This design comes from an exercise in tuning for small area, a short achievable clock period and few clock cycles per item on the open sky130 flow, not from production work.
Function was not checked in any run shown here: the RTL went through the layout flow alone.
Power is estimated from default activity; no workload was simulated.

<file path="flow/design.v">
module div(
    input                               clk,
    input                               resetn,
    input                               signed_div_i,
    input   [31:0]                   operand1_i,
    input   [31:0]                   operand2_i,
    input                               start_i,
    input                               annul_i,
    output  reg[63:0]          result_o,
    output  reg                         ready_o
);
localparam S_IDLE = 3'd0;
localparam S_NEG  = 3'd1;
localparam S_NORM = 3'd2;
localparam S_ITER = 3'd3;
localparam S_DONE = 3'd4;
reg [2:0]  state;
reg [32:0] rem;
reg [32:0] dsr;       
reg [31:0] quo;
reg [4:0]  cnt;
reg [5:0]  lz_a;      
reg [5:0]  lz_b;      
reg        sa;        
reg        sub;       
reg        neg_q;     
wire sa_in = signed_div_i & operand1_i[31];
wire sb_in = signed_div_i & operand2_i[31];
wire b_zero = ~|operand2_i;
wire [32:0] a_ext = {sa_in, operand1_i};
wire [32:0] b_ext = {sb_in, operand2_i};
wire neg_first = sa_in & ~sb_in;      
wire [31:0] ua = operand1_i ^ {32{sa_in}};
wire [31:0] ub = (operand2_i ^ {32{sb_in}}) | 32'd1;
genvar k, i;
function [5:0] lzc32;
    input [31:0] v;
    reg [7:0] nz;
    reg [7:0] oh;
    reg [1:0] lo;
    reg [2:0] hi;
    integer n;
    begin
        for (n = 0; n < 8; n = n + 1)
            nz[n] = |v[4*n +: 4];
        for (n = 0; n < 8; n = n + 1)
            oh[n] = nz[n] & ~|(nz >> (n + 1));
        lo = 2'd0;
        hi = 3'd0;
        for (n = 0; n < 8; n = n + 1) begin
            lo = lo | ({2{oh[n]}} & {~v[4*n+3] & ~v[4*n+2],
                                     ~v[4*n+3] & (v[4*n+2] | ~v[4*n+1])});
            hi = hi | ({3{oh[n]}} & (3'd7 - n[2:0]));
        end
        lzc32 = {~|nz, hi, lo};
    end
endfunction
wire [7:0] nz_a, nz_b, nz_b_above;
generate
    for (k = 0; k < 8; k = k + 1) begin : nib
        assign nz_a[k] = |ua[4*k+3:4*k];
        assign nz_b[k] = |ub[4*k+3:4*k];
        if (k == 7) begin : top
            assign nz_b_above[k] = 1'b0;
        end else begin : below
            assign nz_b_above[k] = |nz_b[7:k+1];
        end
    end
endgenerate
wire small_in = ~sa_in & ~|(nz_a & ~nz_b_above);
wire [33:0] x = {rem[32], rem};
wire [33:0] y = {dsr[32], dsr};
wire [33:0] g0 = x & y;
wire [33:0] p0 = x ^ y;
wire [33:0] gg [0:6];
wire [33:0] pp [0:6];
assign gg[0] = g0;
assign pp[0] = p0;
generate
    for (k = 0; k < 6; k = k + 1) begin : ks
        for (i = 0; i < 34; i = i + 1) begin : kb
            if (i >= (1 << k)) begin : comb
                assign gg[k+1][i] = gg[k][i] | (pp[k][i] & gg[k][i - (1 << k)]);
                assign pp[k+1][i] = pp[k][i] & pp[k][i - (1 << k)];
            end else begin : pass
                assign gg[k+1][i] = gg[k][i];
                assign pp[k+1][i] = pp[k][i];
            end
        end
    end
endgenerate
wire [33:0] gt = gg[6];
wire [33:0] pt = pp[6];
wire [33:0] carry = {gt[32:0] | (pt[32:0] & {33{sub}}), sub};
wire [33:0] sum = p0 ^ carry;
wire neg_le = p0[33] ^ gt[32];
wire take = sa ? neg_le : ~sum[33];
wire [5:0] first = lz_b - lz_a + {5'd0, sa};
always @(*) begin
    result_o = {rem[31:0], quo};
    ready_o  = (state == S_DONE);
end
always @(posedge clk) begin
    lz_a  <= lzc32(ua);
    lz_b  <= lzc32(ub);
    sa    <= sa_in;
    sub   <= sa_in | ~sb_in;
    neg_q <= sa_in ^ sb_in;
    case (state)
        S_IDLE:  dsr <= b_ext ^ {33{sa_in | ~sb_in}};
        S_NEG:   dsr <= ~sum[32:0];     
        S_NORM:  dsr <= (dsr << first[4:0]) | ~({33{1'b1}} << first[4:0]) & {33{sub}};
        default: dsr <= {dsr[32], dsr[32:1]};
    endcase
    if (state == S_NORM) cnt <= first[4:0];
    else                 cnt <= cnt - 5'd1;
    case (state)
        S_IDLE:  quo <= 32'd0;
        S_NEG:   quo <= 32'd0;
        S_NORM:  quo <= {32{neg_q & take}};
        default: quo <= {quo[30:0], take ^ neg_q};
    endcase
    case (state)
        S_IDLE:  rem <= (b_zero | neg_first) ? 33'd0 : a_ext;
        S_NEG:   rem <= a_ext;
        S_NORM:  if (take & neg_q) rem <= sum[32:0];
        S_ITER:  if (take) rem <= sum[32:0];
        default: ;
    endcase
    if (resetn == 1'b0) begin
        state <= S_IDLE;
    end else begin
        case (state)
            S_IDLE: begin
                if (start_i && !annul_i) begin
                    if (b_zero | small_in) state <= S_DONE;
                    else if (neg_first)    state <= S_NEG;
                    else                   state <= S_NORM;
                end
            end
            S_NEG:  state <= annul_i ? S_IDLE : S_NORM;
            S_NORM: begin
                if (annul_i)    state <= S_IDLE;
                else if (!take) state <= S_DONE;     
                else            state <= S_ITER;
            end
            S_ITER: begin
                if (annul_i)           state <= S_IDLE;
                else if (cnt == 5'd0)  state <= S_DONE;
            end
            default: state <= S_IDLE;
        endcase
    end
end
endmodule
</file>
<file path="flow/run.sh">
#!/bin/bash
# synth_recipe.tcl (not shown) runs the flow's synth.tcl, then flattens the netlist and writes it again
# the make line also repeats each setting of config.mk as NAME=value (left out here)
make -C /OpenROAD-flow-scripts/flow DESIGN_CONFIG=/design/flow/config.mk WORK_HOME=/design/flow/orfs CLKGATE_MAP_FILE= SYNTH_SCRIPT=/design/flow/synth_recipe.tcl finish
</file>
<file path="flow/config.mk">
export PLATFORM = sky130hd
export DESIGN_NAME = div
export DESIGN_NICKNAME = div
export VERILOG_FILES = /design/flow/design.v
export SDC_FILE = /design/flow/constraint.sdc
export NUM_CORES = 8
export LEC_CHECK = 0
export CAP_MARGIN = 20
export CORE_MARGIN = 2
export CORE_UTILIZATION = 40
export SETUP_SLACK_MARGIN = 0.6
export SLEW_MARGIN = 20
</file>
<file path="flow/constraint.sdc">
create_clock -name core_clock -period 5.0 [get_ports {clk}]
set_input_delay 1.0000 -clock core_clock [delete_from_list [all_inputs] [get_ports {clk}]]
set_output_delay 1.0000 -clock core_clock [all_outputs]
set_load 0.01 [all_outputs]
</file>
==> results of run 1 <==
## power breakdown
group | switching (W) | internal (W)
Clock | 0.000505 | 0.000694
Combinational | 0.00225 | 0.00143
Sequential | 0.000275 | 0.00123
## layer usage
layer	vias up	wire length, microns
li1	4961	-
met1	5093	17700
met2	584	17780
met3	87	4069
met4	0	1600
met5	-	0
## worst paths after layout
check,start,to,depth (start not counted)
min,quo[25]$_DFF_P_,quo[26]$_DFF_P_,2
min reg2reg,quo[25]$_DFF_P_,quo[26]$_DFF_P_,2
max,sa$_DFF_P_,dsr[27]$_DFF_P_,12
max reg2reg,sa$_DFF_P_,dsr[27]$_DFF_P_,12
## cells by family (layout without fill, tap and decap cells)
kind of cell | after synthesis | count (layout) | synth area share [%]
and+or+nand+nor | 438 | 438 | 19.75
muxes | 69 | 69 | 8.704
DFF | 119 | 119 | 26.38
buffers and inverters | 148 | 237 | 6.983
xor gates and xnor gates | 67 | 67 | 5.831
AOI/OAI and AO/OA | 395 | 395 | 26.39
adders and majority gates | 48 | 48 | 5.964
other | 0 | 1 | 0
## sequential cells by signal, indices dropped and copies added (netlist names)
name	count
dsr	33
rem	33
quo	32
cnt	5
lz_a	5
lz_b	5
state	3
neg_q	1
sa	1
sub	1
## area by class of cell
| type | count | area (sq um) | area share (%) |
|---|---|---|---|
| antenna | 1 | 2.502 | 0.02025 |
| clock buffer | 19 | 475.5 | 3.847 |
| clock inverter | 13 | 95.09 | 0.7695 |
| inverter | 45 | 168.9 | 1.367 |
| multi-input combinational | 1017 | 6939 | 56.15 |
| sequential | 119 | 2723 | 22.03 |
| tap | 330 | 412.9 | 3.341 |
| timing repair buffer | 160 | 1541 | 12.47 |
## worst max-delay path: cells and delay by family, from the launching register on
kind | cells | cell delay, ns
mux | 1 | 0.62
flops | 1 | 0.37
simple gates | 2 | 0.28
fa+ha+maj | 3 | 1.59
compound gates | 4 | 0.88
buf+inv | 2 | 0.13
## cells in the final DEF, fill, tap and decap left out, types with 17 or more instances in the layout
master,synthesis,layout
xor2_1,18,17
a21oi_1,83,82
nor3_1,38,37
nand2_1,182,181
clkbuf_16,0,19
edfxtp_1,34,34
a22o_1,31,31
nand3_1,29,29
xnor2_1,47,45
mux2i_1,47,47
nor2_1,81,79
o21ai_0,76,76
dfxtp_1,85,85
a31oi_1,30,30
ha_1,46,44
nand4_1,17,17
nand2b_1,17,17
o211ai_1,17,17
clkdlybuf4s50_1,0,133
buf_4,36,26
inv_1,42,42
## metrics by stage
stage | hold slack, ns | total power [W] | instance area (sq um)
6_report | 0.4325 | 0.006385 | 12360
2_1_floorplan | 0.4293 | 0.003912 | 10320
5_1_grt | 0.4452 | 0.006701 | 12360
3_5_place_dp | 0.4321 | 0.005087 | 11760
4_1_cts | 0.4317 | 0.006301 | 12330
3_3_place_gp | 0.4278 | 0.005084 | 11760
==> summary.txt, run 1 <==
Placed design
  • RD Place Congestion: 0.9897
  • Setup WS pre-CTS: 0.6544 ns
  • Cell count after placement: 1670
  • Post-DP HPWL: 32.21 mm
  • Input/output buffers: 133

Cells and area
  • Final cell count without fillers: 1704
  • Area grow syn2layout: 19.74%
  • # fillers: 2483
  • Final #Nets: 1477
  • Layout cells sized above 1: 8.449%
  • Final core utilization: 48.93%

Die
  • Full die area: 27100 sq um
  • Die height: 164.6 microns
  • Core area: 25250 sq um
  • Site Rows: 58
  • Initial Util: 40.87%
  • Ports: 134
  • Die Wd: 164.6 microns

Min path
  • Hold WC Path Type: flop to flop

Timing
  • Final Setup Violations: 0
  • Total negative slack: 0 ns
  • Smallest setup slack after layout: 0.9894 ns
  • Count of pins over their slew limit: 0
  • Worst slew pin tran: 0.8918 ns
  • Max Clock Skew: 0.01494 ns
  • Minimum clock period after layout: 4.011 ns
  • Hold Fails Final Rpt: 0
  • RSZ-0062 raised after global routing: no
  • Fmax: 249.3 MHz
  • Slew margin rel.: 39.92%
  • Fin crit share: 80.21%

Global routing
  • Gr usage total: 30.25%
  • Congestion Overflow GR: 0
  • GR Util met3: 7.961%
  • Met2 GRT Util: 44.64%
  • Grt met1 use: 41.41%
  • GR peak layer: met2
  • Initial antenna violation count: 0
  • First-pass GRT wire length: 60.78 mm
  • Vias in the first global route: 9904
  • Largest net degree at the start of global routing: 59

Clocking
  • Worst-Skew Late Latency: 0.43 ns
  • Clock Sink Count: 119
  • Postcts setup bufs: 0
  • Num CTS Buffers: 17
  • Worst-path clk slew: 0.06 ns
  • Root Buffer: clkbuf_16
  • Clock Path Buffers: 2
  • TritonCTS clock tree: built
  • Post-CTS Hold Buffers: 0
  • H-tree depth: 4
  • Cts repair resizes: 0

Power
  • Worst VDD drop: 0.2186 mV
  • Leak: 4.886 nW
  • Pwr dens: 516.6 nW/um^2

Logic synthesis
  • Syn. warnings: 1
  • Post-Syn Area: 10320 sq um
  • Syn nets: 1401
  • EDFF count, synth: 34
  • Synth unique cells: 84
  • Post-Syn Area per Cell: 8.038 sq um
  • Synth top cells by count: nand2_1 (182), dfxtp_1 (85), a21oi_1 (83), nor2_1 (81), o21ai_0 (76)
  • Synthesis-stage register bit count: 119
  • Most numerous cell in the Yosys netlist: nand2_1
  • Post-synth top area cell: dfxtp_1
  • Top_reg_cell synth: dfxtp_1
  • Area contributors post-synth: dfxtp_1 (16%), edfxtp_1 (9.9%), nand2_1 (6.6%), ha_1 (5.6%), mux2i_1 (4.6%)
  • Gate Count Post-Synth: 1284
  • Top-area cell type share of the netlist area: 16.49%
  • Post-synthesis sequential area ratio: 26.38%
  • Async SR Flop Fraction: 0%

Worst setup path
  • Worst Path Required: 5.29 ns
  • CP max FO: 30
  • Setup Crit Path Kind: flop to flop
  • Startpoint Class: flop
  • R2r setup slk: 0.99 ns
  • Worst path slowest cell: fa_2
  • CP arrival: 4.30 ns
  • Max stage delay on crit path: 1.08 ns
  • Crit-path cells: inv_1 -> ha_1 -> inv_1 -> ha_2 -> fa_2 -> mux4_2 -> nand2_1 -> a21oi_1 -> o31ai_1 -> o21ai_0 -> nor3_1 -> a21oi_1
  • Critical path capture point type: flop

Routing
  • Drt total wl: 41.15 mm
  • Vias per cell: 6.294
  • Post-DRT Antenna Nets: 0
  • DR DRC count: 0
  • Via count: 10730
  • 1st-iter DRT viols: 1104
  • Per-cell routed wire length: 24.15 microns
  • Drt first pass iters: 7

Status
  • Outcome: complete, no violations

Run
  • Total of max-cap violations: 0
==> run 2: changes to the inputs <==
--- a/flow/config.mk
+++ b/flow/config.mk
@@ -8,5 +8,5 @@
 export CAP_MARGIN = 20
 export CORE_MARGIN = 2
 export CORE_UTILIZATION = 40
-export SETUP_SLACK_MARGIN = 0.6
+export SETUP_SLACK_MARGIN = 1.2
 export SLEW_MARGIN = 20
==> run 2 against run 1 <==
Area after synthesis unchanged. Non-clock buffer count rose by 7. Core utilization rose by 0.60 points. Clock power about the same. Sequential cell count did not move. First-iteration DRC count rose by 16%. Register-to-register slack gained 0.36 ns. Largest cell class unchanged. Count of clock-buffer cells in the layout fell by 2. Worst setup slack improved by 0.32 ns. Final cell count grew 0.35%.
==> summary.txt, run 2 <==
Worst setup path
  • R2r setup slk: 1.35 ns
  • Critical path capture point type: output port
  • Crit-path cells: clkinv_1 -> nor3_1 -> clkdlybuf4s50_1
  • CP max FO: 12
  • Worst Path Required: 4.00 ns
  • Setup Crit Path Kind: flop to output port
  • Startpoint Class: flop
  • Worst path slowest cell: dfxtp_1
  • CP arrival: 2.69 ns
  • Max stage delay on crit path: 0.77 ns

Die
  • Site Rows: 58
  • Initial Util: 40.87%
  • Ports: 134
  • Core area: 25250 sq um
  • Die Wd: 164.6 microns
  • Full die area: 27100 sq um
  • Die height: 164.6 microns

Cells and area
  • Biggest regs: dsr (33), rem (33), quo (32)
  • Final cell count without fillers: 1710
  • Layout cells sized above 1: 9.493%
  • Leading cell types in the layout, fill and taps excluded: nand2_1 (181), clkdlybuf4s50_1 (131), dfxtp_1 (85)
  • Area grow syn2layout: 21.21%
  • # fillers: 2425
  • Commonest non-fill, non-tap cell in the layout: nand2_1
  • Final #Nets: 1484
  • ANT cells: 0

Logic synthesis
  • Post-synthesis sequential area ratio: 26.38%
  • Synthesis-stage register bit count: 119
  • Syn nets: 1401
  • Most numerous cell in the Yosys netlist: nand2_1
  • Gate Count Post-Synth: 1284
  • Syn. warnings: 1
  • Synth unique cells: 84
  • Post-Syn Area: 10320 sq um
  • Post-Syn Area per Cell: 8.038 sq um
  • Top-area cell type share of the netlist area: 16.49%
  • Top_reg_cell synth: dfxtp_1
  • EDFF count, synth: 34
  • Area contributors post-synth: dfxtp_1 (16%), edfxtp_1 (9.9%), nand2_1 (6.6%), ha_1 (5.6%), mux2i_1 (4.6%)
  • Synth top cells by count: nand2_1 (182), dfxtp_1 (85), a21oi_1 (83), nor2_1 (81), o21ai_0 (76)
  • Post-synth top area cell: dfxtp_1
  • Async SR Flop Fraction: 0%

Clocking
  • Clock Sink Count: 119
  • H-tree depth: 4
  • Worst-Skew Late Latency: 0.44 ns
  • Num CTS Buffers: 17
  • TritonCTS clock tree: built
  • Worst-path clk slew: 0.07 ns
  • Root Buffer: clkbuf_16
  • Clock Path Buffers: 2

Routing
  • Per-cell routed wire length: 24.66 microns
  • Drt first pass iters: 7
  • Vias per cell: 6.360
  • Post-DRT Antenna Nets: 0
  • Drt total wl: 42.18 mm
  • Via count: 10880
  • 1st-iter DRT viols: 1276
  • DR DRC count: 0

Placed design
  • Post-DP HPWL: 32.46 mm
  • Setup WS pre-CTS: 0.7939 ns
  • RD Place Congestion: 0.9888
  • Cell count after placement: 1669
  • Input/output buffers: 133

Power
  • Leak: 4.943 nW
  • Worst VDD drop: 0.2475 mV
  • Pwr dens: 524.0 nW/um^2

Timing
  • Total negative slack: 0 ns
  • Minimum clock period after layout: 3.688 ns
  • Final Setup Violations: 0
  • Fin crit share: 73.76%
  • Max Clock Skew: 0.01622 ns
  • Hold Fails Final Rpt: 0
  • Smallest setup slack after layout: 1.312 ns
  • Count of pins over their slew limit: 0
  • Worst slew pin tran: 1.082 ns
  • Fmax: 271.1 MHz
  • Hold_ws: 0.4361 ns
  • RSZ-0062 raised after global routing: no
  • Slew margin rel.: 27.66%

Min path
  • Hold WC Path Type: flop to flop

Global routing
  • Vias in the first global route: 9966
  • First-pass GRT wire length: 61.91 mm
  • Congestion Overflow GR: 0
  • Gr usage total: 30.93%
  • Initial antenna violation count: 1
  • Largest net degree at the start of global routing: 59

Run
  • Total of max-cap violations: 0

Status
  • Outcome: complete, no violations
-- run 2: cell counts after synthesis --
No cell type changed its count.
-- run 2: layer usage --
metal  wire length [microns]  global-route usage [%]  part of all wire [%]  vias to the layer above
met5                      13                       0                 0.031                        -
met1                   17650                   42.34                    42                     5129
li1                        -                       -                     -                     4981
met2                   18290                   46.44                    43                      652
met4                    1749                   12.96                   4.1                        2
met3                    4473                   7.584                    11                      112
-- run 2: per-stage QoR --
| stage | area [sq um] | power [W] | util (%) |
|---|---|---|---|
| finish | 12510 | 0.006556 | 49.54 |
| detailed placement | 11770 | 0.005120 | 46.60 |
| global route | 12510 | 0.006848 | 49.54 |
| floorplan | 10320 | 0.003912 | - |
| global placement | 11770 | 0.005125 | 46.60 |
| CTS | 12360 | 0.006364 | 48.94 |
-- run 2: logic make-up (layout without fill, tap and decap cells) --
| family | Yosys count | after routing | share of synthesized area (%) |
|---|---|---|---|
| AO/OA/AOI/OAI | 395 | 395 | 26.39 |
| XOR/XNOR | 67 | 67 | 5.831 |
| buffers and inverters | 148 | 244 | 6.983 |
| AND/OR/NAND/NOR | 438 | 438 | 19.75 |
| flip-flops | 119 | 119 | 26.38 |
| adder cells (fa/ha/maj) | 48 | 48 | 5.964 |
| multiplexers | 69 | 69 | 8.704 |
-- run 2: critical path: cells and delay by family (launching register included) --
family                 cells  cell delay (ns)
buffers and inverters      2             1.19
flip-flops                 1             0.77
AND/OR/NAND/NOR            1             0.31
-- run 2: power by group --
| group | internal, W | switching (W) |
|---|---|---|
| sequential | 0.00123 | 0.000279 |
| clock | 0.000693 | 0.000521 |
| combinational | 0.00149 | 0.00234 |
| total | 0.00341 | 0.00314 |
-- run 2: timing repair --
action / CTS / global route
hold endpoints to repair: 0 / 0
setup endpoints to repair: 42 / 52
gates resized for setup: 2 / 17
setup buffers: 1 / 8
hold buffers: 0 / 0
pin swaps: 1 / 3
-- run 2: final timing paths --
| path | startpoint | cells past startpoint | end |
|---|---|---|---|
| max | state[2]$_SDFFE_PN0P_ | 3 | ready_o |
| min | quo[30]$_DFF_P_ | 2 | quo[31]$_DFF_P_ |
| max reg2reg | sa$_DFF_P_ | 13 | dsr[30]$_DFF_P_ |
| min reg2reg | quo[30]$_DFF_P_ | 2 | quo[31]$_DFF_P_ |
-- run 2: area by class of cell --
type / count / area, sq um / share of cell area, %
Multi-Input combinational cell: 1017 / 6999 / 55.95
Sequential cell: 119 / 2723 / 21.76
Timing Repair Buffer: 167 / 1633 / 13.05
Clock buffer: 17 / 425.4 / 3.400
Tap cell: 330 / 412.9 / 3.300
Inverter: 45 / 176.4 / 1.410
Clock inverter: 15 / 141.4 / 1.130
==> run 3: changes to the inputs <==
--- a/flow/config.mk
+++ b/flow/config.mk
@@ -8,5 +8,5 @@
 export CAP_MARGIN = 20
 export CORE_MARGIN = 2
 export CORE_UTILIZATION = 40
-export SETUP_SLACK_MARGIN = 1.2
+export SETUP_SLACK_MARGIN = 1.6
 export SLEW_MARGIN = 20
==> run 3 against run 2 <==
Still clean on timing, DRC and antenna. First-iteration DRC count rose by 3.8%. Combinational power rose by 11%. Clock power rose by 12%. Sequential share of layout area fell by 1.2 points. Worst hold slack got worse by 0.0052 ns. Register-to-register slack improved by 0.24 ns. Clock skew fell by 0.0049 ns. Critical endpoint is now dsr[23]$_DFF_P_. Largest cell class unchanged.
==> summary.txt, run 3 <==
Timing
  • Fmax: 292.9 MHz
  • RSZ-0062 raised after global routing: yes
  • Hold_ws: 0.4309 ns
  • Count of pins over their slew limit: 0
  • Fin crit share: 68.27%
  • Total negative slack: 0 ns
  • Worst slew pin tran: 1.134 ns
  • Max Clock Skew: 0.01130 ns
  • Minimum clock period after layout: 3.414 ns
  • Final Setup Violations: 0
  • Slew margin rel.: 22.42%
  • Hold Fails Final Rpt: 0

Logic synthesis
  • Post-Syn Area: 10320 sq um
  • Largest family of logic cells by synthesized area: compound AO/OA/AOI/OAI gates
  • Post-Synth Simple-Gate Area: 19.75%
  • Synth top cells by count: nand2_1 (182), dfxtp_1 (85), a21oi_1 (83), nor2_1 (81), o21ai_0 (76)
  • Synthesis-stage register bit count: 119
  • EDFF count, synth: 34
  • Async SR Flop Fraction: 0%
  • Post-Synth Adder-Cell Area: 5.964%
  • Synth Area in Compound Gates: 26.39%
  • Top_reg_cell synth: dfxtp_1
  • Syn nets: 1401
  • Synth unique cells: 84
  • Post-synth top area cell: dfxtp_1
  • Post-Syn Area per Cell: 8.038 sq um
  • Area contributors post-synth: dfxtp_1 (16%), edfxtp_1 (9.9%), nand2_1 (6.6%), ha_1 (5.6%), mux2i_1 (4.6%)
  • Most numerous cell in the Yosys netlist: nand2_1
  • Post-synthesis xor/xnor area fraction: 5.831%
  • Gate Count Post-Synth: 1284
  • Syn. warnings: 1
  • Top-area cell type share of the netlist area: 16.49%
  • Mux cell area share after synthesis: 8.704%
  • Post-synthesis sequential area ratio: 26.38%

Worst setup path
  • Reg-to-reg endpoint: dsr[23]$_DFF_P_
  • Critical path capture point type: flop
  • Worst path top cell family by delay: adder cells
  • CP Buf/Inv Count: 3
  • FF-to-FF Start: sa$_DFF_P_
  • CP max FO: 6
  • Startpoint Class: flop
  • Crit-path cells: inv_4 -> ha_4 -> inv_2 -> ha_4 -> fa_2 -> buf_6 -> mux4_2 -> nand2_1 -> nand2_1 -> mux4_2 -> a222oi_1 -> o21ai_1
  • Setup Crit Path Kind: flop to flop
  • Worst Path Required: 5.30 ns
  • Worst path slowest cell: fa_2
  • R2r setup slk: 1.59 ns
  • Worst R2R Path Depth: 12
  • Max stage delay on crit path: 0.65 ns
  • CP arrival: 3.72 ns

Die
  • Full die area: 27100 sq um
  • Die Wd: 164.6 microns
  • Site Rows: 58
  • Die height: 164.6 microns
  • Initial Util: 40.87%
  • Ports: 134
  • Core area: 25250 sq um

Routing
  • Met1 WL: 17.52 mm
  • Drt first pass iters: 9
  • Vias per cell: 6.475
  • Per-cell routed wire length: 24.81 microns
  • Routed wl met3: 4.924 mm
  • DR DRC count: 0
  • Met2 WL post-DR: 18.40 mm
  • Drt total wl: 43.23 mm
  • 1st-iter DRT viols: 1324
  • Post-DRT Antenna Nets: 0
  • Via count: 11280
  • Top Layer Used: met5

Placed design
  • Input/output buffers: 133
  • RD Place Congestion: 1.039
  • Post-DP HPWL: 31.74 mm

Clocking
  • Post-CTS Hold Buffers: 0
  • TritonCTS clock tree: built
  • H-tree depth: 4
  • Num CTS Buffers: 17
  • Clock Path Buffers: 2
  • Clock Sink Count: 119
  • Worst-path clk slew: 0.07 ns
  • Root Buffer: clkbuf_16
  • Worst-Skew Late Latency: 0.44 ns

Power
  • Worst VDD drop: 0.2006 mV
  • Leak: 5.221 nW
  • Total power: 0.007134 W
  • Pwr dens: 534.8 nW/um^2

Cells and area
  • Area grow syn2layout: 29.24%
  • Layout cells sized above 1: 15.38%
  • Commonest non-fill, non-tap cell in the layout: nand2_1
  • Leading cell types in the layout, fill and taps excluded: nand2_1 (180), clkdlybuf4s50_1 (129), nor2_1 (79)
  • Biggest regs: dsr (33), rem (33), quo (32)
  • Final #Nets: 1515
  • Final core utilization: 52.82%
  • # fillers: 2391

Global routing
  • Initial antenna violation count: 1
  • Largest net degree at the start of global routing: 59
  • Congestion Overflow GR: 0
  • First-pass GRT wire length: 62.36 mm
  • Vias in the first global route: 10110
  • Gr usage total: 30.84%

Min path
  • Hold-critical path depth: 2
  • Hold WC Path Type: flop to flop
  • Hold wc startpoint: quo[12]$_DFF_P_
  • Hold endpoint: quo[13]$_DFF_P_

Status
  • Outcome: complete, no violations

Run
  • Total of max-cap violations: 0
## run 3: per-layer routing
| metal | up-vias | track usage [%] |
|---|---|---|
| met4 | 2 | 14.94 |
| met3 | 160 | 7.308 |
| met5 | - | 0 |
| li1 | 5021 | - |
| met2 | 773 | 45.23 |
| met1 | 5323 | 42.47 |
## run 3: worst min-delay path, stage by stage (launching register included)
cell and delay [ns]:
dfxtp_1 0.30, nand2_1 0.05, nand2_1 0.04
## run 3: worst max path at each step
stage               cells after the start            from  slack, ns                    end
floorplan                              11      sa$_DFF_P_       1.62      dsr[32]$_DFFE_PN_
global route                           12      sa$_DFF_P_       1.54        dsr[23]$_DFF_P_
detailed placement                     10  operand1_i[31]       0.73  state[1]$_SDFFE_PN0P_
global placement                       10  operand1_i[31]       0.82  state[1]$_SDFFE_PN0P_
finish                                 12      sa$_DFF_P_       1.59        dsr[23]$_DFF_P_
CTS                                    11      sa$_DFF_P_       1.58      dsr[32]$_DFFE_PN_
## run 3: report_power, final
part           internal [W]  switching (W)
logic               0.00174        0.00251
registers           0.00123       0.000294
clock network      0.000862       0.000501
total               0.00383        0.00330
## run 3: timing repair
item,in CTS,in global routing
buffers inserted,9,26
setup endpoints to repair,133,125
gates cloned,2,5
pin swaps,5,16
gates resized for setup,44,87
## run 3: cells by family after synthesis
| group | Yosys count |
|---|---|
| AND/OR/NAND/NOR | 438 |
| adder cells (fa/ha/maj) | 48 |
| flip-flops | 119 |
| AO/OA/AOI/OAI | 395 |
| multiplexers | 69 |
| buffers and inverters | 148 |
| XOR/XNOR | 67 |
## run 3: cell type report
| class | count | area (sq um) | share of cell area [%] |
|---|---|---|---|
| multi-input cells | 1018 | 7412 | 55.57 |
| flip-flops and latches | 119 | 2738 | 20.52 |
| repair buffers | 195 | 1929 | 14.46 |
| clock buffers | 20 | 489.2 | 3.668 |
| well taps | 330 | 412.9 | 3.095 |
| inverters | 45 | 181.4 | 1.360 |
| clock inverters | 12 | 161.4 | 1.210 |
| repair inverters | 2 | 12.51 | 0.09380 |
| diodes | 1 | 2.502 | 0.01876 |
## run 3: metrics by stage
step | instance area (sq um) | setup WS (ns) | cells
final | 13340 | 1.586 | 1742
after floorplan | 10330 | 1.621 | 1284
after global placement | 11740 | 0.8170 | 1667
after detailed placement | 11740 | 0.7348 | 1667
after CTS | 12660 | 1.579 | 1710
after global routing | 13340 | 1.540 | 1741
==> run 4: changes to the inputs <==
--- a/flow/config.mk
+++ b/flow/config.mk
@@ -8,5 +8,5 @@
 export CAP_MARGIN = 20
 export CORE_MARGIN = 2
 export CORE_UTILIZATION = 40
-export SETUP_SLACK_MARGIN = 1.6
+export SETUP_SLACK_MARGIN = 2.0
 export SLEW_MARGIN = 20
==> run 4 against run 3 <==
Global-route usage rose by 1.1 points. First-iteration DRC count rose by 18%. Area after synthesis did not move. Sequential cell count did not move. Die area did not move. Critical endpoint is now dsr[30]$_DFF_P_. Worst hold slack improved by 0.0051 ns. Largest power group unchanged.
==> summary.txt, run 4 <==
Status
  • Outcome: complete, no violations

Power
  • Total power: 0.007562 W
  • Pwr dens: 532.8 nW/um^2
  • Worst VDD drop: 0.2244 mV
  • Leak: 5.661 nW

Routing
  • Vias per cell: 6.405
  • DR DRC count: 0
  • Via count: 11310
  • 1st-iter DRT viols: 1563
  • Drt first pass iters: 8
  • Post-DRT Antenna Nets: 0
  • Per-cell routed wire length: 25.01 microns
  • Drt total wl: 44.14 mm

Cells and area
  • Area grow syn2layout: 37.52%
  • Commonest non-fill, non-tap cell in the layout: nand2_1
  • Final #Nets: 1539
  • Biggest regs: dsr (33), rem (33), quo (32)
  • Layout cells sized above 1: 22.86%
  • # fillers: 2319
  • Final core utilization: 56.20%
  • Leading cell types in the layout, fill and taps excluded: nand2_1 (166), clkdlybuf4s50_1 (103), nor2_1 (73)
  • ANT cells: 0

Worst setup path
  • Setup Crit Path Kind: flop to flop
  • R2r setup slk: 1.54 ns
  • Worst Path Required: 5.31 ns
  • CP max FO: 6
  • Reg-to-reg endpoint: dsr[30]$_DFF_P_
  • Worst R2R Path Depth: 17
  • Critical path capture point type: flop
  • CP arrival: 3.78 ns
  • FF-to-FF Start: sa$_DFF_P_
  • Startpoint Class: flop

Logic synthesis
  • Top_reg_cell synth: dfxtp_1
  • Synth unique cells: 84
  • Async SR Flop Fraction: 0%
  • Synthesis-stage register bit count: 119
  • Syn. warnings: 1
  • Post-Synth Simple-Gate Area: 19.75%
  • Post-synth top area cell: dfxtp_1
  • Top-area cell type share of the netlist area: 16.49%
  • Synth Area in Compound Gates: 26.39%
  • Mux cell area share after synthesis: 8.704%
  • Post-synthesis xor/xnor area fraction: 5.831%
  • Syn nets: 1401
  • Post-Syn Area per Cell: 8.038 sq um
  • Gate Count Post-Synth: 1284
  • Most numerous cell in the Yosys netlist: nand2_1
  • Largest family of logic cells by synthesized area: compound AO/OA/AOI/OAI gates
  • Post-Synth Adder-Cell Area: 5.964%
  • Post-Syn Area: 10320 sq um
  • EDFF count, synth: 34
  • Area contributors post-synth: dfxtp_1 (16%), edfxtp_1 (9.9%), nand2_1 (6.6%), ha_1 (5.6%), mux2i_1 (4.6%)
  • Synth top cells by count: nand2_1 (182), dfxtp_1 (85), a21oi_1 (83), nor2_1 (81), o21ai_0 (76)
  • Post-synthesis sequential area ratio: 26.38%

Clocking
  • Worst-Skew Late Latency: 0.44 ns
  • Worst-path clk slew: 0.07 ns
  • Root Buffer: clkbuf_16
  • Post-CTS Hold Buffers: 0
  • Clock Sink Count: 119
  • TritonCTS clock tree: built
  • Clock Path Buffers: 2
  • H-tree depth: 4
  • Num CTS Buffers: 17

Min path
  • Hold wc startpoint: quo[25]$_DFF_P_
  • Hold-critical path depth: 2
  • Hold endpoint: quo[26]$_DFF_P_
  • Hold WC Path Type: flop to flop

Timing
  • Final Setup Violations: 0
  • RSZ-0062 raised after global routing: yes
  • Max Clock Skew: 0.01186 ns
  • Worst slew pin tran: 0.7799 ns
  • Fin crit share: 69.27%
  • Minimum clock period after layout: 3.464 ns
  • Hold_ws: 0.4359 ns
  • Total negative slack: 0 ns
  • Hold Fails Final Rpt: 0
  • Slew margin rel.: 47.46%
  • Fmax: 288.7 MHz
  • Count of pins over their slew limit: 0

Placed design
  • Input/output buffers: 133
  • RD Place Congestion: 0.9649
  • Post-DP HPWL: 31.67 mm

Global routing
  • Congestion Overflow GR: 0
  • Largest net degree at the start of global routing: 59
  • First-pass GRT wire length: 64.26 mm
  • Vias in the first global route: 10520
  • Gr usage total: 31.90%
  • Initial antenna violation count: 0

Die
  • Die Wd: 164.6 microns
  • Die height: 164.6 microns
  • Core area: 25250 sq um
  • Full die area: 27100 sq um
  • Site Rows: 58
  • Ports: 134
  • Initial Util: 40.87%

Run
  • Total of max-cap violations: 0
-- run 4: cell counts after synthesis --
Identical to the previous run, type by type.
-- run 4: area by class of cell --
type | count | area (sq um) | share of cell area (%)
multi-input combinational | 1018 | 7976 | 56.20
clock buffer | 19 | 464.2 | 3.270
timing repair buffer | 220 | 2300 | 16.20
tap | 330 | 412.9 | 2.909
clock inverter | 13 | 106.4 | 0.7493
inverter | 45 | 181.4 | 1.278
timing repair inverter | 1 | 7.507 | 0.05289
sequential | 119 | 2745 | 19.34
-- run 4: metrics by stage --
step | worst slack [ns] | cells | area (sq um)
after floorplan | 1.979 | 1284 | 10600
after detailed placement | 0.6736 | 1664 | 11920
after CTS | 1.717 | 1740 | 13510
after global routing | 1.477 | 1765 | 14190
after global placement | 0.7966 | 1664 | 11920
final | 1.536 | 1765 | 14190
-- run 4: cell families (layout without fill, tap and decap cells) --
kind of cell,Yosys count,in the layout
and+or+nand+nor,438,439
AOI/OAI and AO/OA,395,395
buffers and inverters,148,298
DFF,119,119
muxes,69,69
xor gates and xnor gates,67,67
adders and majority gates,48,48
-- run 4: layer usage --
metal | vias to the layer above | track usage [%] | wire (microns)
li1 | 5082 | - | -
met1 | 5353 | 43.64 | 17920
met2 | 728 | 47.53 | 19110
met3 | 142 | 6.806 | 4748
met4 | 0 | 15.77 | 2364
met5 | - | 0 | 0
-- run 4: power by group --
group,internal [W],total [W],switching [W]
logic,0.00207,0.00481,0.00273
registers,0.00123,0.00153,0.000298
clock network,0.000689,0.00122,0.000535
-- run 4: critical path, cell delays in order, from the launching register on --
cell and delay [ns]:
dfxtp_2 0.35, inv_4 0.06, ha_4 0.26, inv_2 0.04, ha_4 0.15, fa_2 0.44, buf_12 0.17, buf_8 0.13
buf_4 0.13, buf_4 0.13, nand2_1 0.06, o22ai_2 0.11, mux2i_1 0.36, mux2i_1 0.19, a311oi_1 0.29, a21oi_2 0.11
a222oi_1 0.26, o21ai_1 0.11
-- run 4: worst max path at each step --
stage,slack [ns],to,depth (start not counted),start
final,1.54,dsr[30]$_DFF_P_,17,sa$_DFF_P_
after global routing,1.48,dsr[30]$_DFF_P_,16,sa$_DFF_P_
after CTS,1.72,dsr[23]$_DFF_P_,13,sa$_DFF_P_
after global placement,0.80,lz_a[1]$_DFF_P_,10,signed_div_i
after floorplan,1.98,rem[0]$_DFFE_PP_,9,rem[24]$_DFFE_PP_
after detailed placement,0.67,lz_a[1]$_DFF_P_,10,signed_div_i
-- run 4: repair_timing --
item / CTS / global route
gates resized for setup: 153 / 120
gates cloned: 4 / 1
buffers inserted: 40 / 24
setup endpoints to repair: 144 / 135
endpoints found under the hold margin: 0 / 0
pin swaps: 40 / 43
==> run 5: changes to the inputs <==
==> flow/flow/run.sh (new file) <==
#!/bin/bash
# The standard layout, with the ports buffered by buf_2 cells.
set -euo pipefail
bash standard.sh "BUFFER_PORTS_ARGS=-buffer_cell sky130_fd_sc_hd__buf_2" finish > standard_flow.log 2>&1
==> flow/standard.sh (new file) <==
#!/bin/bash
# synth_recipe.tcl (not shown) runs the flow's synth.tcl, then flattens the netlist and writes it again
# the make line also repeats each setting of config.mk as NAME=value (left out here)
make -C /OpenROAD-flow-scripts/flow DESIGN_CONFIG=/design/flow/config.mk WORK_HOME=/design/flow/orfs CLKGATE_MAP_FILE= SYNTH_SCRIPT=/design/flow/synth_recipe.tcl "${@:-finish}"
--- a/flow/config.mk
+++ b/flow/config.mk
@@ -8,5 +8,5 @@
 export CAP_MARGIN = 20
 export CORE_MARGIN = 2
 export CORE_UTILIZATION = 40
-export SETUP_SLACK_MARGIN = 2.0
+export SETUP_SLACK_MARGIN = 1.2
 export SLEW_MARGIN = 20
removed: flow/run.sh
==> run 5 against run 4 <==
Sequential power is essentially flat. Worst hold slack worse by 0.0019 ns. Register-to-register slack got worse by 0.25 ns.
==> summary.txt, run 5 <==
Status
  • Outcome: complete, no violations

Clocking
  • H-tree depth: 4
  • Worst-path clk slew: 0.07 ns
  • Num CTS Buffers: 17
  • Worst-Skew Late Latency: 0.44 ns
  • TritonCTS clock tree: built
  • Clock Sink Count: 119
  • Clock Path Buffers: 2
  • Post-CTS Hold Buffers: 0
  • Root Buffer: clkbuf_16

Placed design
  • Setup WS pre-CTS: 1.053 ns
  • Input/output buffers: 133
  • Post-DP HPWL: 31.54 mm
  • RD Place Congestion: 0.9854

Cells and area
  • Multi-input combinational cell area: 6964 sq um
  • Final #Nets: 1484
  • Layout cells sized above 1: 18.62%
  • Storage element area: 2723 sq um
  • ANT cells: 0
  • Commonest non-fill, non-tap cell in the layout: nand2_1
  • Biggest regs: dsr (33), rem (33), quo (32)
  • Leading cell types in the layout, fill and taps excluded: nand2_1 (181), buf_2 (133), dfxtp_1 (85)
  • Area grow syn2layout: 14.17%
  • # fillers: 2555

Routing
  • Drt first pass iters: 6
  • DR DRC count: 0
  • Post-DRT Antenna Nets: 0
  • Via count: 10910
  • Vias per cell: 6.382
  • 1st-iter DRT viols: 1469
  • Per-cell routed wire length: 24.07 microns
  • Drt total wl: 41.16 mm

Logic synthesis
  • Post-Syn Area per Cell: 8.038 sq um
  • Synthesis-stage register bit count: 119
  • Mux cell area share after synthesis: 8.704%
  • Post-Synth Adder-Cell Area: 5.964%
  • Post-Synth Simple-Gate Area: 19.75%
  • Most numerous cell in the Yosys netlist: nand2_1
  • Post-synth top area cell: dfxtp_1
  • Top_reg_cell synth: dfxtp_1
  • Syn nets: 1401
  • Synth top cells by count: nand2_1 (182), dfxtp_1 (85), a21oi_1 (83), nor2_1 (81), o21ai_0 (76)
  • Largest family of logic cells by synthesized area: compound AO/OA/AOI/OAI gates
  • Area contributors post-synth: dfxtp_1 (16%), edfxtp_1 (9.9%), nand2_1 (6.6%), ha_1 (5.6%), mux2i_1 (4.6%)
  • Top-area cell type share of the netlist area: 16.49%
  • Syn. warnings: 1
  • Synth unique cells: 84
  • Post-synthesis sequential area ratio: 26.38%
  • Post-Syn Area: 10320 sq um
  • Synth Area in Compound Gates: 26.39%
  • Gate Count Post-Synth: 1284
  • EDFF count, synth: 34
  • Post-synthesis xor/xnor area fraction: 5.831%
  • Async SR Flop Fraction: 0%

Timing
  • Max Clock Skew: 0.01591 ns
  • Slew margin rel.: 38.57%
  • Hold Fails Final Rpt: 0
  • Fmax: 269.4 MHz
  • Worst slew pin tran: 0.9180 ns
  • RSZ-0062 raised after global routing: no
  • Final Setup Violations: 0
  • Total negative slack: 0 ns
  • Fin crit share: 74.25%
  • Hold_ws: 0.4340 ns
  • Minimum clock period after layout: 3.712 ns
  • Smallest setup slack after layout: 1.288 ns
  • Count of pins over their slew limit: 0

Power
  • Pwr dens: 543.1 nW/um^2
  • Leak: 5.017 nW
  • Worst VDD drop: 0.2509 mV

Worst setup path
  • CP max FO: 11
  • Worst path top cell family by delay: compound AO/OA/AOI/OAI gates
  • CP arrival: 4.01 ns
  • R2r setup slk: 1.29 ns
  • Max stage delay on crit path: 0.55 ns
  • Reg-to-reg endpoint: dsr[8]$_DFF_P_
  • Crit-path cells: inv_1 -> ha_1 -> ha_1 -> a21o_1 -> a21oi_2 -> xor2_2 -> buf_4 -> nand2_1 -> nand3_1 -> a31oi_1 -> a211oi_1 -> a21oi_1
  • Worst Path Required: 5.30 ns
  • Startpoint Class: flop
  • CP Buf/Inv Count: 2
  • Most frequent CP cell: ha_1
  • FF-to-FF Start: lz_a[1]$_DFF_P_
  • Critical path capture point type: flop
  • Setup Crit Path Kind: flop to flop
  • Worst R2R Path Depth: 12
  • Worst path slowest cell: xor2_2

Min path
  • Hold wc startpoint: quo[28]$_DFF_P_
  • Hold endpoint: quo[29]$_DFF_P_
  • Hold-critical path depth: 2
  • Hold WC Path Type: flop to flop

Global routing
  • Gr usage total: 30.15%
  • First-pass GRT wire length: 61.22 mm
  • Congestion Overflow GR: 0
  • Initial antenna violation count: 0
  • Vias in the first global route: 9916
  • Largest net degree at the start of global routing: 59

Die
  • Core area: 25250 sq um
  • Initial Util: 40.87%
  • Die Wd: 164.6 microns
  • Site Rows: 58
  • Die height: 164.6 microns
  • Full die area: 27100 sq um
  • Ports: 134

Run
  • Total of max-cap violations: 0
run 5: cell counts after synthesis:
Identical to the previous run, type by type.
run 5: cells by family (layout without fill, tap and decap cells):
kind of cell	after synthesis	after routing
AND/OR/NAND/NOR	438	438
AO/OA/AOI/OAI	395	395
buffers and inverters	148	244
flip-flops	119	119
multiplexers	69	69
XOR/XNOR	67	67
adder cells (fa/ha/maj)	48	48
run 5: worst max-delay path by stage:
stage / start / endpoint / cells past startpoint
floorplan: rem[26]$_DFFE_PP_ / rem[0]$_DFFE_PP_ / 9
global route: lz_a[1]$_DFF_P_ / dsr[8]$_DFF_P_ / 12
detailed placement: signed_div_i / dsr[24]$_DFF_P_ / 12
global placement: sa$_DFF_P_ / dsr[25]$_DFF_P_ / 13
finish: lz_a[1]$_DFF_P_ / dsr[8]$_DFF_P_ / 12
CTS: sa$_DFF_P_ / dsr[29]$_DFF_P_ / 13
run 5: layout make-up:
cell class,instances,area share (%)
clock buffer,19,4.035
clock inverter,13,0.9450
inverter,45,1.433
multi-input combinational,1017,59.10
sequential,119,23.10
tap,330,3.504
timing repair buffer,167,7.879
run 5: repair_timing:
| action | CTS | global route |
|---|---|---|
| setup endpoints to repair | 31 | 37 |
| buffers inserted | 1 | 10 |
| pin swaps | 1 | 2 |
| gates resized for setup | 2 | 3 |
run 5: worst min-delay path: stages (launching register included):
cell and delay (ns):
dfxtp_1 0.31, nand2_1 0.05, nand2_1 0.04
run 5: routing by layer:
metal | part of all wire [%] | GRT usage [%]
met1 | 43 | 41.83
met2 | 43 | 45.66
met3 | 9.4 | 5.500
met4 | 4.5 | 13.36
met5 | 0 | 0
run 5: per-stage QoR:
step / instances / util (%) / instance area, sq um / total power (W)
4_1_cts: 1700 / 46.26 / 11680 / 0.006243
2_1_floorplan: 1284 / - / 10320 / 0.003912
5_1_grt: 1710 / 46.66 / 11780 / 0.006695
3_3_place_gp: 1667 / 43.85 / 11070 / 0.004985
6_report: 1710 / 46.66 / 11780 / 0.006400
3_5_place_dp: 1667 / 43.88 / 11080 / 0.004975
run 5: power by group:
part / leakage [nW] / internal [W] / switching (W)
Sequential: 1.07 / 0.00123 / 0.000281
Clock: 0.283 / 0.000705 / 0.000533
Combinational: 3.67 / 0.00135 / 0.00230
Total: 5.02 / 0.00329 / 0.00311
==> run 6: changes to the inputs <==
--- a/flow/design.v
+++ b/flow/design.v
@@ -19,8 +19,7 @@
 reg [32:0] dsr;       
 reg [31:0] quo;
 reg [4:0]  cnt;
-reg [5:0]  lz_a;      
-reg [5:0]  lz_b;      
+reg [4:0]  first;     
 reg        sa;        
 reg        sub;       
 reg        neg_q;     
@@ -30,36 +29,41 @@
 wire [32:0] a_ext = {sa_in, operand1_i};
 wire [32:0] b_ext = {sb_in, operand2_i};
 wire neg_first = sa_in & ~sb_in;      
-wire [31:0] ua = operand1_i ^ {32{sa_in}};
-wire [31:0] ub = (operand2_i ^ {32{sb_in}}) | 32'd1;
 genvar k, i;
 function [5:0] lzc32;
     input [31:0] v;
+    input        s;
     reg [7:0] nz;
     reg [7:0] oh;
-    reg [1:0] lo;
+    reg [3:0] nb;
     reg [2:0] hi;
     integer n;
     begin
         for (n = 0; n < 8; n = n + 1)
-            nz[n] = |v[4*n +: 4];
+            nz[n] = s ? ~&v[4*n +: 4] : |v[4*n +: 4];
         for (n = 0; n < 8; n = n + 1)
             oh[n] = nz[n] & ~|(nz >> (n + 1));
-        lo = 2'd0;
+        nb = 4'd0;
         hi = 3'd0;
         for (n = 0; n < 8; n = n + 1) begin
-            lo = lo | ({2{oh[n]}} & {~v[4*n+3] & ~v[4*n+2],
-                                     ~v[4*n+3] & (v[4*n+2] | ~v[4*n+1])});
+            nb = nb | ({4{oh[n]}} & v[4*n +: 4]);
             hi = hi | ({3{oh[n]}} & (3'd7 - n[2:0]));
         end
-        lzc32 = {~|nz, hi, lo};
+        nb = nb ^ {4{s}};
+        lzc32 = {~|nz, hi, ~nb[3] & ~nb[2], ~nb[3] & (nb[2] | ~nb[1])};
     end
 endfunction
+wire [5:0] lz_a = lzc32(operand1_i, sa_in);
+wire [5:0] lz_b = lzc32({operand2_i[31:1], ~sb_in}, sb_in);
 wire [7:0] nz_a, nz_b, nz_b_above;
 generate
     for (k = 0; k < 8; k = k + 1) begin : nib
-        assign nz_a[k] = |ua[4*k+3:4*k];
-        assign nz_b[k] = |ub[4*k+3:4*k];
+        assign nz_a[k] = |operand1_i[4*k+3:4*k];
+        if (k == 0) begin : low
+            assign nz_b[k] = 1'b1;
+        end else begin : high
+            assign nz_b[k] = sb_in ? ~&operand2_i[4*k+3:4*k] : |operand2_i[4*k+3:4*k];
+        end
         if (k == 7) begin : top
             assign nz_b_above[k] = 1'b0;
         end else begin : below
@@ -95,24 +99,22 @@
 wire [33:0] sum = p0 ^ carry;
 wire neg_le = p0[33] ^ gt[32];
 wire take = sa ? neg_le : ~sum[33];
-wire [5:0] first = lz_b - lz_a + {5'd0, sa};
 always @(*) begin
     result_o = {rem[31:0], quo};
     ready_o  = (state == S_DONE);
 end
 always @(posedge clk) begin
-    lz_a  <= lzc32(ua);
-    lz_b  <= lzc32(ub);
+    first <= lz_b[4:0] - lz_a[4:0] + {4'd0, sa_in};
     sa    <= sa_in;
     sub   <= sa_in | ~sb_in;
     neg_q <= sa_in ^ sb_in;
     case (state)
         S_IDLE:  dsr <= b_ext ^ {33{sa_in | ~sb_in}};
         S_NEG:   dsr <= ~sum[32:0];     
-        S_NORM:  dsr <= (dsr << first[4:0]) | ~({33{1'b1}} << first[4:0]) & {33{sub}};
+        S_NORM:  dsr <= (dsr << first) | ~({33{1'b1}} << first) & {33{sub}};
         default: dsr <= {dsr[32], dsr[32:1]};
     endcase
-    if (state == S_NORM) cnt <= first[4:0];
+    if (state == S_NORM) cnt <= first;
     else                 cnt <= cnt - 5'd1;
     case (state)
         S_IDLE:  quo <= 32'd0;
==> run 6 against run 5 <==
Area after synthesis down 4.1%. Sequential power grew 9.9%. Non-clock buffer count grew 14. Die area is 4.0% lower. Critical path depth rose by 10. Core utilization up 0.79 points. Worst setup slack lost 0.78 ns.
==> summary.txt, run 6 <==
Placed design
  • Input/output buffers: 133
  • Placed Area: 10760 sq um
  • Cell count after placement: 1544
  • Post-DP HPWL: 28.41 mm
  • RD Place Congestion: 0.9397

Worst setup path
  • Startpoint Class: primary input
  • R2r setup slk: 1.38 ns
  • Worst path top cell family by delay: simple AND/OR/NAND/NOR gates
  • Critical path capture point type: flop
  • Crit-path cells: buf_8 -> or4_4 -> mux2_4 -> nor4_4 -> buf_4 -> buf_4 -> and3_1 -> nand2_1 -> nand4_1 -> xnor2_1 -> a21boi_2 -> ha_1 -> inv_1 -> ha_2 -> inv_2 -> fa_2 -> inv_2 -> a21o_1 -> a21oi_2 -> xor2_1 -> xnor2_1 -> xnor2_1
  • CP Buf/Inv Count: 6
  • Worst Path Required: 5.28 ns
  • CP arrival: 4.77 ns
  • Worst path slowest cell: or4_4
  • Setup Crit Path Kind: primary input to flop
  • Most frequent CP cell: xnor2_1
  • Max stage delay on crit path: 0.53 ns
  • CP max FO: 4

Global routing
  • First-pass GRT wire length: 55.35 mm
  • Gr usage total: 27.92%
  • Vias in the first global route: 9142
  • Largest net degree at the start of global routing: 58
  • Congestion Overflow GR: 0
  • Initial antenna violation count: 0

Logic synthesis
  • EDFF count, synth: 34
  • Post-synthesis xor/xnor area fraction: 6.105%
  • Synth Area in Compound Gates: 25.63%
  • Largest family of logic cells by synthesized area: compound AO/OA/AOI/OAI gates
  • Area contributors post-synth: dfxtp_1 (16%), edfxtp_1 (10%), ha_1 (5.9%), mux4_2 (5.2%), mux2i_1 (4.0%)
  • Post-Syn Area per Cell: 8.571 sq um
  • Top-area cell type share of the netlist area: 16.18%
  • Synth unique cells: 73
  • Top_reg_cell synth: dfxtp_1
  • Async SR Flop Fraction: 0%
  • Mux cell area share after synthesis: 12.20%
  • Post-Syn Area: 9899 sq um
  • Post-Synth Simple-Gate Area: 16.47%
  • Post-synthesis sequential area ratio: 26.49%
  • Syn nets: 1273
  • Post-Synth Adder-Cell Area: 6.345%
  • Synthesis-stage register bit count: 114
  • Post-synth top area cell: dfxtp_1
  • Gate Count Post-Synth: 1155
  • Most numerous cell in the Yosys netlist: nand2_1
  • Synth top cells by count: nand2_1 (93), nor2_1 (81), dfxtp_1 (80), a21oi_1 (75), clkbuf_1 (56)
  • Syn. warnings: 1

Clocking
  • Clock Sink Count: 114
  • Worst-Skew Late Latency: 0.42 ns
  • H-tree depth: 4
  • TritonCTS clock tree: built
  • Worst-path clk slew: 0.05 ns
  • Clock Path Buffers: 2
  • Num CTS Buffers: 17
  • Root Buffer: clkbuf_16

Cells and area
  • Biggest regs: dsr (33), rem (33), quo (32)
  • Final #Nets: 1370
  • Final cell count without fillers: 1589
  • Storage element area: 2628 sq um
  • ANT cells: 0
  • Leading cell types in the layout, fill and taps excluded: buf_2 (129), nand2_1 (92), nor2_1 (81)
  • Final instance area: 11540 sq um
  • Final core utilization: 47.45%
  • Layout cells sized above 1: 23.79%
  • # fillers: 2398
  • Commonest non-fill, non-tap cell in the layout: buf_2
  • Multi-input combinational cell area: 6744 sq um
  • Area grow syn2layout: 16.57%

Routing
  • Via count: 9829
  • Vias per cell: 6.186
  • Drt first pass iters: 8
  • Drt total wl: 36.83 mm
  • DR DRC count: 0
  • 1st-iter DRT viols: 1067
  • Per-cell routed wire length: 23.17 microns
  • Post-DRT Antenna Nets: 0

Die
  • Die Wd: 161.3 microns
  • Full die area: 26020 sq um
  • Die height: 161.3 microns
  • Initial Util: 40.71%
  • Ports: 134
  • Site Rows: 57
  • Core area: 24320 sq um

Status
  • Outcome: complete, no violations

Power
  • Leak: 5.105 nW
  • Worst VDD drop: 0.2171 mV
  • Pwr dens: 617.1 nW/um^2

Min path
  • Hold WC Path Type: flop to flop

Run
  • Total of max-cap violations: 0

Timing
  • RSZ-0062 raised after global routing: yes
  • Max Clock Skew: 0.008645 ns
  • Minimum clock period after layout: 4.490 ns
  • Total negative slack: 0 ns
  • Slew margin rel.: 39.11%
  • Count of pins over their slew limit: 0
  • Worst slew pin tran: 0.8904 ns
  • Hold Fails Final Rpt: 0
  • Fin crit share: 89.80%
  • Fmax: 222.7 MHz
  • Final Setup Violations: 0
  • Hold_ws: 0.4412 ns
==> run 6: path summary, 6_finish.rpt <==
check                                startpoint                to  depth (start not counted)
worst min-delay path            quo[21]$_DFF_P_   quo[22]$_DFF_P_                          1
worst max register to register   dsr[8]$_DFF_P_  rem[9]$_DFFE_PP_                         14
worst max-delay path             operand1_i[24]  first[4]$_DFF_P_                         22
worst min register to register  quo[21]$_DFF_P_   quo[22]$_DFF_P_                          1
==> run 6: cells by family after synthesis <==
group | count (synthesis)
AOI/OAI and AO/OA | 372
xor gates and xnor gates | 69
adders and majority gates | 49
buffers and inverters | 141
DFF | 114
muxes | 88
and+or+nand+nor | 322
==> run 6: layout make-up <==
class | count | area share [%]
clock buffers | 20 | 4.142
flip-flops and latches | 114 | 22.77
well taps | 324 | 3.513
repair buffers | 181 | 9.249
clock inverters | 12 | 0.6505
multi-input cells | 900 | 58.44
inverters | 38 | 1.236
==> run 6: where the power goes <==
part | internal (W) | leakage, nW | switching, W
Sequential | 0.00126 | 1.03 | 0.000398
Combinational | 0.00170 | 3.80 | 0.00261
Clock | 0.000687 | 0.279 | 0.000468
Total | 0.00365 | 5.11 | 0.00347
==> run 6: routing by layer <==
metal / track usage [%] / share of wire [%]
met1: 38.92 / 43
met2: 42.68 / 44
met3: 5.650 / 9.5
met4: 10.51 / 3.8
met5: 0 / 0
==> run 6: per-stage QoR <==
stage          setup WS [ns]  total power [W]
2_1_floorplan         0.3915         0.004591
3_3_place_gp         0.05556         0.005784
3_5_place_dp      -0.0001932         0.005799
4_1_cts               0.5462         0.006987
5_1_grt               0.2851         0.007506
6_report              0.5098         0.007121
==> run 6: worst reg2reg max path: stages (launching register included) <==
cell,delay [ns]
dfxtp_1,0.37
ha_1,0.39
inv_1,0.09
o31a_1,0.30
o211ai_1,0.25
a22oi_1,0.17
o221ai_2,0.19
mux2_1,0.35
a311oi_1,0.26
buf_4,0.23
inv_1,0.06
ha_1,0.22
o21ai_2,0.19
a31oi_4,0.05
buf_12,0.23
==> run 6: timing repair <==
item                                    in CTS  in global routing
endpoints found under the setup margin      69                 69
hold buffers                                 0                  0
setup buffers                                6                  7
pin swaps                                   12                 12
resized for setup                           15                 19
==> run 7: changes to the inputs <==
--- a/flow/config.mk
+++ b/flow/config.mk
@@ -8,5 +8,5 @@
 export CAP_MARGIN = 20
 export CORE_MARGIN = 2
 export CORE_UTILIZATION = 40
-export SETUP_SLACK_MARGIN = 1.2
+export SETUP_SLACK_MARGIN = 1.6
 export SLEW_MARGIN = 20
==> run 7 against run 6 <==
Count of clock-buffer cells in the layout fell by 2. Largest power group unchanged. Area after synthesis stayed put. Global-route usage increased by 0.94 points. Still clean on timing, DRC and antenna. Die area is the same. Largest cell class unchanged. Clock skew is 0.0051 ns higher. Highest routed layer is now met5. Fmax increased by 1.3%.
==> summary.txt, run 7 <==
Timing
  • Smallest setup slack after layout: 0.5678 ns
  • Total negative slack: 0 ns
  • Worst slew pin tran: 0.9785 ns
  • Fmax: 225.6 MHz
  • Fin crit share: 88.64%
  • RSZ-0062 raised after global routing: yes
  • Max Clock Skew: 0.01377 ns
  • Minimum clock period after layout: 4.432 ns
  • Count of pins over their slew limit: 0
  • Final Setup Violations: 0
  • Hold Fails Final Rpt: 0
  • Slew margin rel.: 34.61%

Routing
  • Via count: 10130
  • Routed wl met3: 3.814 mm
  • Drt total wl: 38.79 mm
  • Met1 WL: 16.04 mm
  • 1st-iter DRT viols: 1215
  • Met2 WL post-DR: 17.25 mm
  • Per-cell routed wire length: 24.09 microns
  • Vias per cell: 6.289
  • Top Layer Used: met5
  • Post-DRT Antenna Nets: 0
  • Drt first pass iters: 5
  • DR DRC count: 0

Placed design
  • RD Place Congestion: 0.9462
  • Setup WS pre-CTS: 0.06015 ns
  • Post-DP HPWL: 28.15 mm
  • Input/output buffers: 133
  • Cell count after placement: 1539

Logic synthesis
  • Syn nets: 1273
  • Async SR Flop Fraction: 0%
  • Mux cell area share after synthesis: 12.20%
  • Top-area cell type share of the netlist area: 16.18%
  • EDFF count, synth: 34
  • Synth unique cells: 73
  • Top_reg_cell synth: dfxtp_1
  • Post-Syn Area per Cell: 8.571 sq um
  • Area contributors post-synth: dfxtp_1 (16%), edfxtp_1 (10%), ha_1 (5.9%), mux4_2 (5.2%), mux2i_1 (4.0%)
  • Post-synth top area cell: dfxtp_1
  • Post-synthesis xor/xnor area fraction: 6.105%
  • Synth Area in Compound Gates: 25.63%
  • Post-Synth Adder-Cell Area: 6.345%
  • Largest family of logic cells by synthesized area: compound AO/OA/AOI/OAI gates
  • Syn. warnings: 1
  • Post-Syn Area: 9899 sq um
  • Post-Synth Simple-Gate Area: 16.47%
  • Gate Count Post-Synth: 1155
  • Post-synthesis sequential area ratio: 26.49%
  • Synth top cells by count: nand2_1 (93), nor2_1 (81), dfxtp_1 (80), a21oi_1 (75), clkbuf_1 (56)
  • Most numerous cell in the Yosys netlist: nand2_1
  • Synthesis-stage register bit count: 114

Worst setup path
  • Critical path capture point type: flop
  • Crit. Startpoint: operand1_i[24]
  • Worst Path Required: 5.30 ns
  • CP max FO: 5
  • CP arrival: 4.73 ns
  • Startpoint Class: primary input
  • Setup Crit Path Kind: primary input to flop
  • FF-to-FF Start: rem[7]$_DFFE_PP_

Power
  • Total power: 0.007768 W
  • Worst VDD drop: 0.2304 mV
  • Leak: 5.315 nW
  • Pwr dens: 636.2 nW/um^2

Clocking
  • Clock Path Buffers: 2
  • Root Buffer: clkbuf_16
  • TritonCTS clock tree: built
  • Post-CTS Hold Buffers: 0
  • H-tree depth: 4
  • Worst-path clk slew: 0.07 ns
  • Clock Sink Count: 114
  • Worst-Skew Late Latency: 0.44 ns
  • Num CTS Buffers: 17

Global routing
  • Gr usage total: 28.86%
  • Initial antenna violation count: 1
  • First-pass GRT wire length: 56.97 mm
  • Congestion Overflow GR: 0
  • Vias in the first global route: 9537
  • Largest net degree at the start of global routing: 58

Die
  • Full die area: 26020 sq um
  • Site Rows: 57
  • Core area: 24320 sq um
  • Initial Util: 40.71%
  • Ports: 134
  • Die height: 161.3 microns
  • Die Wd: 161.3 microns

Cells and area
  • Biggest regs: dsr (33), rem (33), quo (32)
  • # fillers: 2323
  • Layout cells sized above 1: 27.92%
  • Final #Nets: 1391
  • Commonest non-fill, non-tap cell in the layout: buf_2
  • Final cell count without fillers: 1610
  • Leading cell types in the layout, fill and taps excluded: buf_2 (128), nand2_1 (90), nor2_1 (80)
  • ANT cells: 0
  • Final core utilization: 50.21%
  • Area grow syn2layout: 23.34%

Min path
  • Hold wc startpoint: quo[3]$_DFF_P_
  • Hold WC Path Type: flop to flop

Status
  • Outcome: complete, no violations

Run
  • Total of max-cap violations: 0
[run 7: cell types whose count changed in the layout (fill, tap and decap cells not counted), sizes merged]
cell | previous run | this run
inv | 42 | 46
clkbuf | 20 | 19
clkinv | 6 | 3
bufinv | 0 | 2
clkinvlp | 2 | 1
and3 | 11 | 14
buf | 181 | 198
[run 7: cells by family (layout without fill, tap and decap cells)]
family,Yosys count,in the layout
AO/OA/AOI/OAI,372,372
AND/OR/NAND/NOR,322,325
buffers and inverters,141,269
flip-flops,114,114
multiplexers,88,88
XOR/XNOR,69,69
adder cells (fa/ha/maj),49,49
[run 7: final timing paths]
check	endpoint	slack [ns]	cells after the start
min	quo[4]$_DFF_P_	0.44	1
max	first[4]$_DFF_P_	0.57	21
min reg2reg	quo[4]$_DFF_P_	0.44	1
max reg2reg	rem[29]$_DFFE_PP_	1.49	16
[run 7: critical path: stages]
cell	delay (ns)
buf_6	0.09
or4_4	0.53
mux2_4	0.31
nor4_4	0.39
buf_4	0.19
and3_4	0.20
nand2_1	0.06
nand4_1	0.15
xnor2_2	0.15
a21boi_2	0.08
ha_1	0.31
inv_2	0.07
ha_4	0.13
inv_2	0.04
fa_2	0.38
inv_1	0.06
a21o_1	0.12
a21oi_2	0.05
xor2_1	0.15
xnor2_1	0.19
xnor2_1	0.09
[run 7: cell type report]
type | instances | area (sq um) | share of cell area [%]
repair buffers | 199 | 1318 | 10.79
multi-input cells | 903 | 7094 | 58.10
clock inverters | 14 | 163.9 | 1.342
well taps | 324 | 405.4 | 3.320
flip-flops and latches | 114 | 2634 | 21.57
clock buffers | 18 | 450.4 | 3.689
inverters | 38 | 145.1 | 1.189
[run 7: stage by stage]
| step | hold slack [ns] | cell area (sq um) |
|---|---|---|
| after global routing | 0.4615 | 12210 |
| final | 0.4437 | 12210 |
| after CTS | 0.4460 | 11900 |
| after floorplan | 0.4293 | 9951 |
| after global placement | 0.4257 | 10740 |
| after detailed placement | 0.4319 | 10740 |
[run 7: metal layers]
metal / track usage, % / up-vias
met1: 38.83 / 4830
li1: - / 4630
met5: 0 / -
met4: 12.62 / 2
met3: 6.805 / 97
met2: 44.19 / 566
[run 7: power breakdown]
group	switching [W]	total (W)	leakage, nW	internal (W)
registers	0.000436	0.00170	1.03	0.00126
logic	0.00278	0.00476	3.99	0.00199
clock network	0.000527	0.00131	0.301	0.000780
total	0.00374	0.00777	5.31	0.00403
[run 7: timing repair]
action	in CTS	in global routing
pin swaps	29	11
setup endpoints to repair	70	49
buffers inserted	24	8
resized for setup	58	38
cloned	4	3

==> what the ideal ports hide <==
In the flow no input, the clock included, has a driving cell. The finished layouts below were timed again as built, in two steps. Step 1 assumes that a clkbuf_16 drives the clock port and a buf_2 every other input. Step 2 times the ports against the registers' clock, not the clock port: input delays grow and output delays shrink by t, the midpoint of the rising clock arrivals with the driver on. Three values: no drivers, after step 1, after step 2; two values: the first two.
run | t, ns | slack for setup (ns) | worst setup path at the end | clock arrival spread, ns | cell pins on the clock port's net
run 1 | 0.469 | 0.989 / 0.989 / 0.666 | input to register | 0.015 / 0.015 | 1
run 2 | 0.484 | 1.312 / 1.260 / 1.073 | input to register | 0.016 / 0.016 | 1
run 3 | 0.478 | 1.586 / 1.586 / 1.201 | input to register | 0.011 / 0.012 | 1
run 4 | 0.475 | 1.536 / 1.536 / 1.536 | register to register | 0.012 / 0.012 | 1
run 5 | 0.483 | 1.288 / 1.288 / 0.970 | input to register | 0.016 / 0.016 | 1
run 6 | 0.467 | 0.510 / 0.500 / 0.033 | input to register | 0.009 / 0.009 | 1
run 7 | 0.483 | 0.568 / 0.580 / 0.097 | input to register | 0.013 / 0.014 | 1
After both steps every run listed still meets setup and hold. For run 6, which loses most, drivers alone change the setup slack by -0.010 ns; drivers and shift together by -0.477 ns.
